What follows belongs to an exercise in optimizing a design on an open flow for small area, a short achievable clock period and few clock cycles; a production flow would make more cautious choices.
At most, simulation tests tie the RTL to the original design; equivalence was not proved.
Function not checked in run 2: the RTL went through the layout flow alone.

==> flow/design.v (outline; a module is shown in full before it is edited, if it fits) <==
// module MandelbrotGen: 7509 lines
// module mfa: 4 lines
// module mha: 4 lines
// module mnor2: 3 lines
// module mnand2: 3 lines
module MandelbrotGen(
		input Clk_100M,           
		input  [4:0]BTNS,         
		input  SW0,               
		input  SW15,              
		output reg [18:0] addrA,  
		output reg [11:0] dinA,   
		output reg wea            
    );
  // ...
==> flow/flow/run.sh <==
#!/bin/bash
# Layout flow: the standard synthesis (standard.sh synth), then the
# standard ORFS layout steps (standard.sh's make command) with these changes:
#  - the resizer's timing repair aims for a larger setup slack margin, so that
#    it shortens the critical paths below the clock period;
#  - extra ORFS variables given in EXTRA below.
# Each tool's output goes to a log file in this folder.
set -euo pipefail
MARGIN=7.5
EXTRA='BUFFER_PORTS_ARGS="-buffer_cell sky130_fd_sc_hd__buf_2"'
bash standard.sh synth > synth.log 2>&1
sed -e "s/SETUP_SLACK_MARGIN=[0-9.]*/SETUP_SLACK_MARGIN=$MARGIN/" \
    -e "s|\"\${@:-finish}\"|$EXTRA \"\${@:-finish}\"|" standard.sh > layout.sh
bash layout.sh > layout.log 2>&1
==> flow/standard.sh <==
#!/bin/bash
# synth_recipe.tcl (not shown) runs the flow's synth.tcl, then flattens the netlist and writes it again
# the make line also repeats each setting of config.mk as NAME=value (left out here)
make -C /OpenROAD-flow-scripts/flow DESIGN_CONFIG=/design/flow/config.mk WORK_HOME=/design/flow/orfs CLKGATE_MAP_FILE= SYNTH_SCRIPT=/design/flow/synth_recipe.tcl "${@:-finish}"
==> flow/config.mk <==
export PLATFORM = sky130hd
export DESIGN_NAME = MandelbrotGen
export DESIGN_NICKNAME = MandelbrotGen
export VERILOG_FILES = /design/flow/design.v
export SDC_FILE = /design/flow/constraint.sdc
export NUM_CORES = 8
export LEC_CHECK = 0
export ABC_AREA = 1
export CAP_MARGIN = 70
export CORE_MARGIN = 2
export CORE_UTILIZATION = 55
export CTS_BUF_LIST = sky130_fd_sc_hd__clkbuf_8
export CTS_CLUSTER_DIAMETER = 100
export CTS_CLUSTER_SIZE = 10
export PLACE_DENSITY = 0.7
export SETUP_SLACK_MARGIN = 5
export SLEW_MARGIN = 70
export SYNTH_HIERARCHICAL = 1
export SYNTH_MINIMUM_KEEP_SIZE = 0
export TNS_END_PERCENT = 0
==> flow/constraint.sdc <==
create_clock -name core_clock -period 11.0 [get_ports {Clk_100M}]
set_input_delay 2.2000 -clock core_clock [delete_from_list [all_inputs] [get_ports {Clk_100M}]]
set_output_delay 2.2000 -clock core_clock [all_outputs]
set_load 0.01 [all_outputs]
==> results.py, run 1 <==
metrics = {
    "outcome": {
        "status": "finished clean",
    },
    "yosys": {
        "synth_top_family_by_area": "adder cells",
        "synth_edf_count": 90,
        "yosysMostFrequentCell": "fa_1",
        "synthAdderAreaFrac": 0.395,
        "ys_async_sr_fraction": 0,
        "synth_cell_types": 65,
    },
    "final_layout": {
        "nMultiInputCombCells": 8530,
        "instances_no_fill": 13800,
        "nClkBuffers": 147,
        "layout_commonest_cell": "nor2_1",
    },
    "placed_design": {
        "post_dp_cell_area_sq_mm": 0.108,
        "place.gp.congestion": 0.968,
        "dp_slack_ns": 6.50,
    },
    "worst_hold_path": {
        "hold_path.class": "reg2reg",
        "min_from": "ci1b[2]",
    },
    "timing": {
        "slew_viol_final": 0,
    },
    "worst_setup_path": {
        "r2r-end": "cutc_q[97]",
        "path_common_cell": "fa_2",
        "startpoint": "zi1c[3]",
        "cp-start-kind": "register",
        "arrival_ns": 4.69,
        "worst-path-max-fanout": 6,
        "path_class": "reg2reg",
    },
    "floorplanning": {
        "design.core.area_sq_mm": 0.185,
        "die_w_um": 435,
        "start_util": 0.552,
        "dieArea_sq_mm": 0.190,
    },
    "clock_network": {
        "clk_pin_slew_ns": 0.08,
        "cts_made_buffers": 141,
    },
    "detailed_routing": {
        "drt-total-wl_um": 322000,
    },
    "global_routing": {
        "grtUsageMet2": 0.522,
        "grt_pass1_vias": 86800,
    },
}
Testbench counts, summed over its fixed seeds: cycles 2,839,990.
==> inputs of run 2 (changes only) <==
--- a/flow/design.v
+++ b/flow/design.v
@@ -31,4 +31,4 @@
 reg row_end;                   
-reg [2:0] ipar;                
-reg [2:0] hpar;                
+reg [3:0] ipar;                
+reg [3:0] hpar;                
 reg [17:0] zr1a, zi1a, cr1a, ci1a, cr2a, ci2a;
@@ -36,3 +36,3 @@
 reg v1a, d1a, v2a, d2a;        
-reg [2:0] t1a, t2a;            
+reg [3:0] t1a, t2a;            
 wire [136-1:0] cuta_w;
@@ -1870,3 +1870,2 @@
 wire reta  = v2a & d2a & (t2a == hpar) & ~restart;
-wire freea = ~v2a | reta;
 reg [17:0] zr1b, zi1b, cr1b, ci1b, cr2b, ci2b;
@@ -1874,3 +1873,3 @@
 reg v1b, d1b, v2b, d2b;        
-reg [2:0] t1b, t2b;            
+reg [3:0] t1b, t2b;            
 wire [136-1:0] cutb_w;
@@ -3708,3 +3707,2 @@
 wire retb  = v2b & d2b & (t2b == hpar) & ~restart;
-wire freeb = ~v2b | retb;
 reg [17:0] zr1c, zi1c, cr1c, ci1c, cr2c, ci2c;
@@ -3712,3 +3710,3 @@
 reg v1c, d1c, v2c, d2c;        
-reg [2:0] t1c, t2c;            
+reg [3:0] t1c, t2c;            
 wire [136-1:0] cutc_w;
@@ -5546,3 +5544,2 @@
 wire retc  = v2c & d2c & (t2c == hpar) & ~restart;
-wire freec = ~v2c | retc;
 reg [17:0] zr1d, zi1d, cr1d, ci1d, cr2d, ci2d;
@@ -5550,3 +5547,3 @@
 reg v1d, d1d, v2d, d2d;        
-reg [2:0] t1d, t2d;            
+reg [3:0] t1d, t2d;            
 wire [136-1:0] cutd_w;
@@ -7384,3 +7381,25 @@
 wire retd  = v2d & d2d & (t2d == hpar) & ~restart;
-wire freed = ~v2d | retd;
+reg pv0;                
+reg [7:0] pn0;          
+reg [3:0] pt0;          
+wire phit0 = pv0 & (pt0 == hpar) & ~restart;
+reg pv1;                
+reg [7:0] pn1;          
+reg [3:0] pt1;          
+wire phit1 = pv1 & (pt1 == hpar) & ~restart;
+wire pret = phit0 | phit1;
+wire pfree = ~pv0 | ~pv1;
+wire parka = v2a & d2a & ~reta & ~restart & pfree;
+wire parkb = v2b & d2b & ~retb & ~restart & pfree & ~parka;
+wire parkc = v2c & d2c & ~retc & ~restart & pfree & ~parka & ~parkb;
+wire parkd = v2d & d2d & ~retd & ~restart & pfree & ~parka & ~parkb & ~parkc;
+wire park = parka | parkb | parkc | parkd;
+wire [7:0] pn_in = parka ? n2a : parkb ? n2b : parkc ? n2c : n2d;
+wire [3:0] pt_in = parka ? t2a : parkb ? t2b : parkc ? t2c : t2d;
+wire palloc0 = park & ~pv0;
+wire palloc1 = park & ~pv1 & pv0;
+wire freea = ~v2a | reta | parka;
+wire freeb = ~v2b | retb | parkb;
+wire freec = ~v2c | retc | parkc;
+wire freed = ~v2d | retd | parkd;
 wire takea = freea & ~restart;
@@ -7390,4 +7409,5 @@
 wire take  = takea | takeb | takec | taked;
-wire ret   = reta | retb | retc | retd;
-wire [7:0] n_out = reta ? n2a : retb ? n2b : retc ? n2c : n2d;
+wire cret  = reta | retb | retc | retd;
+wire ret   = cret | pret;
+wire [7:0] n_out = pret ? (phit0 ? pn0 : pn1) : (reta ? n2a : retb ? n2b : retc ? n2c : n2d);
 wire pan = pan_im | pan_re;
@@ -7433,3 +7453,3 @@
 	end
-	v1a <= ~restart & ((v2a & ~reta) | takea);
+	v1a <= ~restart & ((v2a & ~freea) | takea);
 	cutb_q <= cutb_w;
@@ -7447,3 +7467,3 @@
 	end
-	v1b <= ~restart & ((v2b & ~retb) | takeb);
+	v1b <= ~restart & ((v2b & ~freeb) | takeb);
 	cutc_q <= cutc_w;
@@ -7461,3 +7481,3 @@
 	end
-	v1c <= ~restart & ((v2c & ~retc) | takec);
+	v1c <= ~restart & ((v2c & ~freec) | takec);
 	cutd_q <= cutd_w;
@@ -7475,3 +7495,11 @@
 	end
-	v1d <= ~restart & ((v2d & ~retd) | taked);
+	v1d <= ~restart & ((v2d & ~freed) | taked);
+	if (restart | phit0) pv0 <= 1'b0;
+	else if (palloc0) begin
+		pv0 <= 1'b1; pn0 <= pn_in; pt0 <= pt_in;
+	end
+	if (restart | phit1) pv1 <= 1'b0;
+	else if (palloc1) begin
+		pv1 <= 1'b1; pn1 <= pn_in; pt1 <= pt_in;
+	end
 	if (restart) begin
@@ -7479,5 +7507,5 @@
 		crn <= nre0; cin <= nim0; xn <= 10'd0; yn <= 9'd0;
-		row_end <= 1'b0; ipar <= 3'd0;
+		row_end <= 1'b0; ipar <= 4'd0;
 	end else if (take) begin
-		ipar <= ipar + 3'd1;
+		ipar <= ipar + 4'd1;
 		row_end <= (xn == 10'd638);
@@ -7501,6 +7529,6 @@
 		addrA <= 19'd307199;
-		hpar  <= 3'd0;
+		hpar  <= 4'd0;
 	end else if (ret) begin
 		addrA <= (addrA == 19'd307199) ? 19'd0 : addrA + 19'd1;
-		hpar  <= hpar + 3'd1;
+		hpar  <= hpar + 4'd1;
 	end
--- a/flow/config.mk
+++ b/flow/config.mk
@@ -10,3 +10,3 @@
 export CORE_MARGIN = 2
-export CORE_UTILIZATION = 55
+export CORE_UTILIZATION = 40
 export CTS_BUF_LIST = sky130_fd_sc_hd__clkbuf_8
@@ -14,3 +14,2 @@
 export CTS_CLUSTER_SIZE = 10
-export PLACE_DENSITY = 0.7
 export SETUP_SLACK_MARGIN = 5
==> run 2 against run 1 <==
Compared with the run above:
- clock skew shrank 0.0068 ns
- cell count grew 8.9%
- largest cell class unchanged
- global-route usage shrank 8.6 points
==> results.py, run 2 <==
metrics = {
    "detailed_routing": {
        "routed_via_density": 5.62,
        "routedWlPerCell_um": 21.8,
        "antenna_left": 0,
        "drcViolationCount": 0,
        "drt-total-wl_um": 329000,
        "drtIter0Drc": 8496,
        "num_vias": 84600,
        "dr.pass1.iters": 8,
    },
    "placed_design": {
        "post_dp_cell_area_sq_mm": 0.111,
        "place.gp.congestion": 0.922,
        "dp_cells": 14500,
        "port_buffers": 36,
        "dp_slack_ns": 6.50,
        "dp_hpwl_um": 235000,
    },
    "timing": {
        "slew_viol_final": 0,
        "fin_crit_ns": 3.78,
        "hold_violations": 0,
        "whs_ns": 0.310,
        "fin_tns_setup_ns": 0,
        "worst_pin_slew_ns": 0.514,
        "max_freq_mhz": 264,
        "rsz0062_at_grt": "yes",
        "setup_violations": 0,
        "worst_slack_ns": 7.22,
        "fin_crit_sh": 0.344,
        "relSlewSlack": 0.657,
        "fin_skew_ns": 0.0588,
    },
    "floorplanning": {
        "ios": 40,
        "die_y_um": 515,
        "die_w_um": 515,
        "design.core.area_sq_mm": 0.260,
        "row_count": 187,
        "start_util": 0.402,
        "dieArea_sq_mm": 0.265,
    },
    "final_layout": {
        "nNetsFinal": 13800,
        "areaGrowthSynthToFinish_pct": 14.6,
        "drive_above_1_share": 0.137,
        "utilization": 0.461,
        "nFillCells": 24400,
        "instances_no_fill": 15100,
        "multi_input_area_sq_mm": 0.0761,
        "post-route-cell-area_sq_mm": 0.120,
        "most-common-layout-cells": "1593 x nor2_1, 1546 x fa_1, 1500 x nand2_1",
        "layout.area.seq_sq_mm": 0.0266,
        "layout_commonest_cell": "nor2_1",
    },
    "yosys": {
        "yosysMostFrequentCell": "fa_1",
        "synth_top_family_by_area": "adder cells",
        "netlist.area_leader.share": 0.320,
        "synth_edf_count": 114,
        "avgSynthCellArea_sq_um": 9.40,
        "synthSimpleGateAreaFrac": 0.147,
        "ys_seq_area_frac": 0.252,
        "synthAdderAreaFrac": 0.387,
        "netlist_area_sq_mm": 0.105,
        "ys_async_sr_fraction": 0,
        "synth_area_leaders": "fa_1 32%, dfxtp_1 22%, ha_1 6.7%",
        "yosysWarnings": 7,
        "synth_cell_types": 62,
        "synth_compound_area_frac": 0.103,
        "ys_ff_latch": 1256,
        "synth-xor-area-share": 0.0687,
        "synth_common_cells": "1669 x fa_1, 1660 x nor2_1, 1555 x nand2_1, 1142 x dfxtp_1, 742 x xor2_1",
        "ys.flop_type": "dfxtp_1",
        "yosysTopAreaCell": "fa_1",
        "synthCells": 11100,
        "synth_mux_area_frac": 0,
    },
    "worst_setup_path": {
        "path_class": "reg2reg",
        "cp_top_family": "adder cells",
        "crit_chain": "buf_16 > clkinvlp_4 > buf_6 > o21ai_4 > buf_6 > o22ai_2 > xor2_2 > fa_2 > fa_1 > fa_2 > fa_2 > fa_1",
        "cp-end-kind": "register",
        "crit_buf_inv": 4,
        "path_common_cell": "fa_2",
        "worst-path-max-fanout": 6,
        "cp-start-kind": "register",
        "crit_required_ns": 11.83,
        "cpMaxStageDelayCell": "fa_1",
        "cpPeakStageDelay_ns": 0.52,
        "arrival_ns": 4.62,
    },
    "worst_hold_path": {
        "hold_path.class": "reg2reg",
    },
    "global_routing": {
        "grt_pass1_vias": 86900,
        "grt_pass1_wl_um": 510000,
        "grt_busiest_layer": "met2",
        "antenna_found_initial": 17,
        "grt_use_total": 0.246,
        "grtUsageMet2": 0.376,
        "grtUsageMet3": 0.0453,
        "grt_start_max_net_pins": 70,
        "met1_usage": 0.344,
        "grt.overflow.total": 0,
    },
    "clock_network": {
        "cts_made_buffers": 151,
        "clk_pin_slew_ns": 0.08,
        "clockBufferDepth": 3,
        "cts_tree": "yes",
        "htreeDepth": 4,
        "cts_hold_buf": 0,
        "clk_latency_ns": 0.98,
        "cts.sinks": 1256,
        "cts_root_buffer": "clkbuf_8",
    },
    "run": {
        "max_cap_violations": 0,
    },
    "outcome": {
        "status": "finished clean",
    },
}
==> run 2: cell count changes after synthesis, moves of 10 or more <==
cell      change
nor3b_1      +10
nor3_1       +11
o21ai_1      -20
edfxtp_1     +24
clkbuf_1     +10
xnor2_1      +16
xor2_1       +10
o21ai_0     +111
nor2_1       +16
buf_2        -11
dfxtp_1      +12
nand3_1      +38
==> run 2: per-layer routing <==
| layer | wire [um] | vias to the layer above |
|---|---|---|
| met4 | 13300 | 4 |
| met5 | 24 | - |
| li1 | - | 37400 |
| met2 | 146000 | 4384 |
| met1 | 140000 | 42000 |
| met3 | 29200 | 787 |
==> run 2: final timing paths <==
kind	startpoint	endpoint	slack [ns]	depth (start not counted)
hold / removal	t1c[1]	t2c[1]	0.31	0
hold reg to reg	t1c[1]	t2c[1]	0.31	0
setup reg to reg	zi1c[9]	cutc_q[97]	7.22	12
setup / recovery	zi1c[9]	cutc_q[97]	7.22	12
==> run 2: Yosys stat by module, one instance, submodules excluded <==
module | flip-flops and latches | cells
MandelbrotGen | 1256 | 7960
mfa | 0 | 1
mnor2 | 0 | 1
mnand2 | 0 | 1
mha | 0 | 1
==> run 2: cell type report <==
type                    instances  area share
diodes                         11    0.000230
flip-flops and latches       1256       0.222
clock inverters                69     0.00403
clock buffers                 152      0.0175
repair inverters               19     0.00115
well taps                    3402      0.0356
inverters                     810      0.0298
multi-input cells            8729       0.636
repair buffers                604      0.0542
==> run 2: cells by family after synthesis <==
family | count (synthesis)
adders and majority gates | 2227
DFF | 1256
AOI/OAI and AO/OA | 1844
xor gates and xnor gates | 820
and+or+nand+nor | 3797
other | 2
buffers and inverters | 1174
==> run 2: worst register-to-register path, delay by kind of cell, from the launching register on <==
family | cells | cell delay (ns)
buf+inv | 4 | 0.62
flops | 1 | 0.38
fa+ha+maj | 5 | 2.14
compound gates | 2 | 0.34
xor+xnor | 1 | 0.21
==> run 2: what timing repair did <==
action	CTS	global route
pin swaps	115	153
endpoints found under the hold margin	0	0
gates resized for setup	502	270
setup endpoints to repair	618	588
buffers inserted	231	91
gates cloned	32	9

## what the ideal ports hide
How much do the figures lean on ideal ports? The routed layouts below were timed once more, with nothing changed but the port constraints.
Step 1: set_driving_cell puts a clkbuf_16 on Clk_100M and a buf_2 on each other input, an assumption about the parent block.
Step 2 adds t to the input delays and takes it off the output delays; t is the mean of the earliest and latest rising clock arrival at the registers after step 1. Input paths then give back, and output paths get back, about the clock's delay inside the block.
Three values: no drivers, after step 1, after step 2; two values: the first two.
run	t, ns	slack for setup (ns)	latest minus earliest clock arrival (ns)
run 1	1.054	7.181 / 7.181 / 7.181	0.072 / 0.071
run 2	1.032	7.215 / 7.215 / 7.215	0.073 / 0.073
After both steps every run listed still meets setup and hold.
